What follows belongs to an exercise in optimizing a design on an open flow for small area, a short achievable clock period and few clock cycles per item; a production flow would make more cautious choices.

Setup of build 42:
// mult32x32_fast
module mult32x32_fast (
    input logic clk,
    input logic reset,
    input logic start,
    input logic [31:0] a,
    input logic [31:0] b,
    output logic busy,
    output logic [63:0] product
);
For scale: about 1,700 cells after synthesis.
clock: 10.0 ns
lec_check: 0
cap_margin: 20
core_margin: 2
core_utilization: 40
cts_buf_list: sky130_fd_sc_hd__clkbuf_4 sky130_fd_sc_hd__clkbuf_8
gpl_routability_driven: 0
setup_slack_margin: 4.8
slew_margin: 20
synth_hierarchical: 1
synth_minimum_keep_size: 0
tns_end_percent: 0
standard.sh (not shown) runs the stock make flow with config.mk's settings and CLKGATE_MAP_FILE= SYNTH_SCRIPT=/design/flow/synth_recipe.tcl, a recipe that flattens the netlist after the stock synthesis.
==> flow/flow/run.sh <==
#!/bin/bash
# Own layout flow: the standard synthesis and layout (standard.sh), with these changes:
#  - before floorplanning, each combinational cell of the synthesized netlist gets the drive
#    strength its fanout calls for (flow/resize.py): the smallest variant of its footprint for
#    a small fanout, larger ones for large fanouts. Registers are untouched; the layout's repair
#    steps size cells again where slew, capacitance or timing need it;
#  - ports are buffered with buf_2 instead of the default port buffer;
#  - timing repair only sizes cells up and swaps pins (no buffering or cloning), and the
#    repair after global routing is skipped (the repair after clock tree synthesis remains).
# Each tool's output goes to a log file in this folder.
set -euo pipefail
R=orfs/results/sky130hd/mult32x32_fast/base
export BUFFER_PORTS_ARGS="-buffer_cell sky130_fd_sc_hd__buf_4"
export SKIP_INCREMENTAL_REPAIR=1
export SETUP_MOVE_SEQUENCE="sizeup,swap"
bash standard.sh synth > synth.log 2>&1
python3 flow/resize.py "$FLOW_HOME/platforms/sky130hd/lib/sky130_fd_sc_hd__tt_025C_1v80.lib" $R/1_2_yosys.v > resize.log 2>&1
touch $R/1_2_yosys.v
bash standard.sh > layout.log 2>&1
==> flow/flow/resize.py <==
#!/usr/bin/env python3
"""Size the combinational cells of the synthesized netlist by the fanout they drive:
each cell gets the variant of its footprint (same function and pins) whose drive suits its
fanout: the smallest for a fanout up to FO1, drive 2 up to FO2, else drive 4.
Flip-flops, latches and tie cells are left as synthesis made them. The layout's own repair
steps size cells again where slew, capacitance or timing need it.
usage: resize.py LIBERTY NETLIST [FO1 FO2]"""
import re, sys, collections
lib, path = sys.argv[1], sys.argv[2]
FO1 = int(sys.argv[3]) if len(sys.argv) > 3 else 5
FO2 = int(sys.argv[4]) if len(sys.argv) > 4 else 12
area, foot, seq, outs = {}, {}, set(), collections.defaultdict(set)
cur = None; pin = None
for line in open(lib):
    m = re.search(r'^\s*cell\s*\(\s*"?(sky130_fd_sc_hd__\w+)"?\s*\)', line)
    if m:
        cur = m.group(1); pin = None; continue
    if cur is None:
        continue
    m = re.search(r'^\s*area\s*:\s*([\d.]+)', line)
    if m: area[cur] = float(m.group(1))
    m = re.search(r'cell_footprint\s*:\s*"([^"]+)"', line)
    if m: foot[cur] = m.group(1)
    if re.search(r'^\s*(ff|latch|statetable)\s*\(', line): seq.add(cur)
    m = re.search(r'^\s*pin\s*\(\s*"?(\w+)"?\s*\)', line)
    if m: pin = m.group(1)
    if pin and re.search(r'direction\s*:\s*"?output', line): outs[cur].add(pin)
fam = collections.defaultdict(list)
for c, f in foot.items():
    if c in seq or "lpflow" in c or "probe" in c or c not in area:
        continue
    fam[f].append(c)
def strength(c):
    m = re.search(r'_(\d+)$', c)
    return int(m.group(1)) if m else 1
for f in fam:
    fam[f].sort(key=lambda c: (strength(c), area[c]))
text = open(path).read()
inst_re = re.compile(r'^(\s*)(sky130_fd_sc_hd__\w+)(\s+)(\S+)(\s*\((.*?)\);)', re.M | re.S)
insts = []
fanout = collections.Counter()
for m in inst_re.finditer(text):
    cell = m.group(2)
    conns = re.findall(r'\.(\w+)\(([^()]*)\)', m.group(6))
    o = [n.strip() for p, n in conns if p in outs.get(cell, ())]
    for p, n in conns:
        if p not in outs.get(cell, ()):
            fanout[n.strip()] += 1
    insts.append((m.start(2), m.end(2), cell, o))
out = []
last = 0
changes = collections.Counter()
for s, e, cell, o in insts:
    new = cell
    if cell not in seq and cell in foot and "conb" not in cell and foot[cell] in fam:
        fo = max([fanout[n] for n in o] + [0])
        want = 0 if fo <= FO1 else (2 if fo <= FO2 else 4)
        vs = fam[foot[cell]]
        ok = [v for v in vs if strength(v) >= want] or [vs[-1]]
        # the smallest area that gives the drive; among equal areas the strongest
        new = min(ok, key=lambda v: (area[v], -strength(v)))
    out.append(text[last:s]); out.append(new); last = e
    if new != cell: changes[(cell, new)] += 1
out.append(text[last:])
open(path, "w").write("".join(out))
for (a, b), n in sorted(changes.items()):
    print(f"{a} -> {b}: {n}")
Here is what was changed in the inputs of build 64 compared with build 42.
--- a/flow/flow/run.sh
+++ b/flow/flow/run.sh
@@ -11,9 +11,9 @@
 set -euo pipefail
 R=orfs/results/sky130hd/mult32x32_fast/base
-export BUFFER_PORTS_ARGS="-buffer_cell sky130_fd_sc_hd__buf_4"
+export BUFFER_PORTS_ARGS="-buffer_cell sky130_fd_sc_hd__buf_2"
 export SKIP_INCREMENTAL_REPAIR=1
 export SETUP_MOVE_SEQUENCE="sizeup,swap"
 bash standard.sh synth > synth.log 2>&1
-python3 flow/resize.py "$FLOW_HOME/platforms/sky130hd/lib/sky130_fd_sc_hd__tt_025C_1v80.lib" $R/1_2_yosys.v > resize.log 2>&1
+python3 flow/resize.py "$FLOW_HOME/platforms/sky130hd/lib/sky130_fd_sc_hd__tt_025C_1v80.lib" $R/1_2_yosys.v 5 12 '(one|two|neg)[0-9]+_[0-9]+' > resize.log 2>&1
 touch $R/1_2_yosys.v
 bash standard.sh > layout.log 2>&1
--- a/flow/flow/resize.py
+++ b/flow/flow/resize.py
@@ -5,9 +5,11 @@
 Flip-flops, latches and tie cells are left as synthesis made them. The layout's own repair
 steps size cells again where slew, capacitance or timing need it.
-usage: resize.py LIBERTY NETLIST [FO1 FO2]"""
+Cells driving a net whose name matches STRONG (a regular expression) get drive 4.
+usage: resize.py LIBERTY NETLIST [FO1 FO2 [STRONG]]"""
 import re, sys, collections
 lib, path = sys.argv[1], sys.argv[2]
 FO1 = int(sys.argv[3]) if len(sys.argv) > 3 else 5
 FO2 = int(sys.argv[4]) if len(sys.argv) > 4 else 12
+STRONG = re.compile(sys.argv[5]) if len(sys.argv) > 5 else None
 area, foot, seq, outs = {}, {}, set(), collections.defaultdict(set)
 cur = None; pin = None
@@ -56,4 +58,6 @@
         fo = max([fanout[n] for n in o] + [0])
         want = 0 if fo <= FO1 else (2 if fo <= FO2 else 4)
+        if STRONG and any(STRONG.fullmatch(n) for n in o):
+            want = 4
         vs = fam[foot[cell]]
         ok = [v for v in vs if strength(v) >= want] or [vs[-1]]
==> comparison <==
The run with more setup slack is build 64; build 42 has less. Relative to build 42, post-cts sizing count has gone up in build 64. Min register-to-register slack across build 42 and build 64: build 42.
diff inputs: build 64 => build 56
Settings: clearing GPL_ROUTABILITY_DRIVEN, which used to be 0; swapping 40 for 50 in CORE_UTILIZATION.
--- a/flow/flow/run.sh
+++ b/flow/flow/run.sh
@@ -15,5 +15,5 @@
 export SETUP_MOVE_SEQUENCE="sizeup,swap"
 bash standard.sh synth > synth.log 2>&1
-python3 flow/resize.py "$FLOW_HOME/platforms/sky130hd/lib/sky130_fd_sc_hd__tt_025C_1v80.lib" $R/1_2_yosys.v 5 12 '(one|two|neg)[0-9]+_[0-9]+' > resize.log 2>&1
+python3 flow/resize.py "$FLOW_HOME/platforms/sky130hd/lib/sky130_fd_sc_hd__tt_025C_1v80.lib" $R/1_2_yosys.v > resize.log 2>&1
 touch $R/1_2_yosys.v
 bash standard.sh > layout.log 2>&1
--- a/flow/flow/resize.py
+++ b/flow/flow/resize.py
@@ -5,11 +5,9 @@
 Flip-flops, latches and tie cells are left as synthesis made them. The layout's own repair
 steps size cells again where slew, capacitance or timing need it.
-Cells driving a net whose name matches STRONG (a regular expression) get drive 4.
-usage: resize.py LIBERTY NETLIST [FO1 FO2 [STRONG]]"""
+usage: resize.py LIBERTY NETLIST [FO1 FO2]"""
 import re, sys, collections
 lib, path = sys.argv[1], sys.argv[2]
 FO1 = int(sys.argv[3]) if len(sys.argv) > 3 else 5
 FO2 = int(sys.argv[4]) if len(sys.argv) > 4 else 12
-STRONG = re.compile(sys.argv[5]) if len(sys.argv) > 5 else None
 area, foot, seq, outs = {}, {}, set(), collections.defaultdict(set)
 cur = None; pin = None
@@ -58,6 +56,4 @@
         fo = max([fanout[n] for n in o] + [0])
         want = 0 if fo <= FO1 else (2 if fo <= FO2 else 4)
-        if STRONG and any(STRONG.fullmatch(n) for n in o):
-            want = 4
         vs = fam[foot[cell]]
         ok = [v for v in vs if strength(v) >= want] or [vs[-1]]
## What came out
Build 64 and build 56 ended up with roughly the same via count. When build 56 is measured against build 64, its worst path setup slack after routing turns out 0.033 ns lower.
Function was not checked in any run of this note: the RTL went through the layout flow alone.

========
Setup of north:
Another version of the RTL of mult32x32_fast (not shown whole).
For scale: about 1800 cells after synthesis.
// mult32x32_fast
module mult32x32_fast (
    input logic clk,
    input logic reset,
    input logic start,
    input logic [31:0] a,
    input logic [31:0] b,
    output logic busy,
    output logic [63:0] product
);
logic [47:0] H;
logic [15:0] L;
logic two;
wire go = start & ~busy;
wire [15:0] m = busy ? b[31:16] : b[15:0];
wire [31:0] acc = busy ? H[47:16] : 32'd0;
wire one0_0, two0_0, neg0_0;
mencm0 ue0_0 (.s(busy), .l2(b[1]), .l1(b[0]), .h2(b[17]), .h1(b[16]), .one(one0_0), .two(two0_0), .neg(neg0_0));
wire one0_1, two0_1, neg0_1;
mencm0 ue0_1 (.s(busy), .l2(b[1]), .l1(b[0]), .h2(b[17]), .h1(b[16]), .one(one0_1), .two(two0_1), .neg(neg0_1));
wire one0_2, two0_2, neg0_2;
mencm0 ue0_2 (.s(busy), .l2(b[1]), .l1(b[0]), .h2(b[17]), .h1(b[16]), .one(one0_2), .two(two0_2), .neg(neg0_2));
wire neg0 = neg0_0;
wire pp0_0 = ((one0_0 & a[0]) | (two0_0 & 1'b0)) ^ neg0;
wire pp0_1;
mbpp upp0_1 (.one(one0_0), .two(two0_0), .neg(neg0_0), .aj(a[1]), .ajm(a[0]), .p(pp0_1));
wire pp0_2;
mbpp upp0_2 (.one(one0_0), .two(two0_0), .neg(neg0_0), .aj(a[2]), .ajm(a[1]), .p(pp0_2));
wire pp0_3;
mbpp upp0_3 (.one(one0_0), .two(two0_0), .neg(neg0_0), .aj(a[3]), .ajm(a[2]), .p(pp0_3));
wire pp0_4;
mbpp upp0_4 (.one(one0_0), .two(two0_0), .neg(neg0_0), .aj(a[4]), .ajm(a[3]), .p(pp0_4));
wire pp0_5;
mbpp upp0_5 (.one(one0_0), .two(two0_0), .neg(neg0_0), .aj(a[5]), .ajm(a[4]), .p(pp0_5));
wire pp0_6;
mbpp upp0_6 (.one(one0_0), .two(two0_0), .neg(neg0_0), .aj(a[6]), .ajm(a[5]), .p(pp0_6));
wire pp0_7;
mbpp upp0_7 (.one(one0_0), .two(two0_0), .neg(neg0_0), .aj(a[7]), .ajm(a[6]), .p(pp0_7));
wire pp0_8;
mbpp upp0_8 (.one(one0_0), .two(two0_0), .neg(neg0_0), .aj(a[8]), .ajm(a[7]), .p(pp0_8));
wire pp0_9;
mbpp upp0_9 (.one(one0_0), .two(two0_0), .neg(neg0_0), .aj(a[9]), .ajm(a[8]), .p(pp0_9));
wire pp0_10;
mbpp upp0_10 (.one(one0_0), .two(two0_0), .neg(neg0_0), .aj(a[10]), .ajm(a[9]), .p(pp0_10));
wire pp0_11;
  ...
export LEC_CHECK = 0
export CAP_MARGIN = 20
export CORE_MARGIN = 2
export CORE_UTILIZATION = 40
export SETUP_SLACK_MARGIN = 2.5
export SLEW_MARGIN = 20
export SYNTH_HIERARCHICAL = 1
export SYNTH_MINIMUM_KEEP_SIZE = 0
export TNS_END_PERCENT = 0
create_clock -name core_clock -period 10.0 [get_ports {clk}]
==> flow/flow/run.sh <==
#!/bin/bash
# Own layout flow: the standard synthesis and layout (standard.sh), with two changes:
#  - before floorplanning, every combinational cell of the synthesized netlist is set to
#    the smallest drive strength of its footprint (flow/resize.py); registers are untouched,
#    and the layout's repair steps size cells up again where needed;
#  - ports are buffered with buf_2 instead of the default port buffer.
# Each tool's output goes to a log file in this folder.
set -euo pipefail
R=orfs/results/sky130hd/mult32x32_fast/base
export BUFFER_PORTS_ARGS="-buffer_cell sky130_fd_sc_hd__buf_2"
bash standard.sh synth > synth.log 2>&1
python3 flow/resize.py "$FLOW_HOME/platforms/sky130hd/lib/sky130_fd_sc_hd__tt_025C_1v80.lib" $R/1_2_yosys.v > resize.log 2>&1
touch $R/1_2_yosys.v
bash standard.sh > layout.log 2>&1
Other scripts of this flow, unchanged in this note and not shown: flow/flow/resize.py
Modified inputs, south compared to north
- SETUP_SLACK_MARGIN changed from 2.5 to 3.0
-- flow/flow/run.sh --
<<< north, line 10
export BUFFER_PORTS_ARGS="-buffer_cell sky130_fd_sc_hd__buf_2"
bash standard.sh synth > synth.log 2>&1
>>> south, line 10
export BUFFER_PORTS_ARGS="-buffer_cell sky130_fd_sc_hd__buf_2"
export SETUP_MOVE_SEQUENCE="sizeup,swap"
bash standard.sh synth > synth.log 2>&1
## What came out
south improves on north in fmax.
Function was not checked in any run of this note: the RTL went through the layout flow alone.

==> afterwards: timing with drivers on the ports <==
Ports are ideal in the flow. The routed layouts listed here were re-timed in OpenROAD. Step 1 (the two cells are an assumption about what drives the block):
set clk [get_ports {clk}]
set_driving_cell -lib_cell sky130_fd_sc_hd__clkbuf_16 $clk
set_driving_cell -lib_cell sky130_fd_sc_hd__buf_2 [delete_from_list [all_inputs] $clk]
Step 2 times the ports against the registers' clock, not the clock port: input delays grow and output delays shrink by t, the midpoint of the rising clock arrivals with the driver on. Three values: ideal ports, drivers, drivers and shift; two values: the first two.
| run | t (ns) | slack for setup (ns) | hold WS [ns] | worst setup path at the end | cell pins on the clock port's net |
|---|---|---|---|---|---|
| build 42 | 0.497 | 4.495 / 4.494 / 4.004 | 0.635 / 0.635 / 0.635 | input to register | 1 |
| build 64 | 0.499 | 4.565 / 4.531 / 4.092 | 0.636 / 0.636 / 0.636 | input to register | 1 |
| build 56 | 0.493 | 4.532 / 4.550 / 4.057 | 0.734 / 0.734 / 0.734 | input to register | 1 |
| north | 0.388 | 2.576 / 2.602 / 2.214 | 0.474 / 0.474 / 0.474 | input to register | 1 |
| south | 0.389 | 3.031 / 3.058 / 2.670 | 0.474 / 0.474 / 0.474 | input to register | 1 |
After both steps every run listed still meets setup and hold. The setup slack of build 42, which loses most, moves by -0.001 ns with the drivers and by -0.491 ns with both steps.
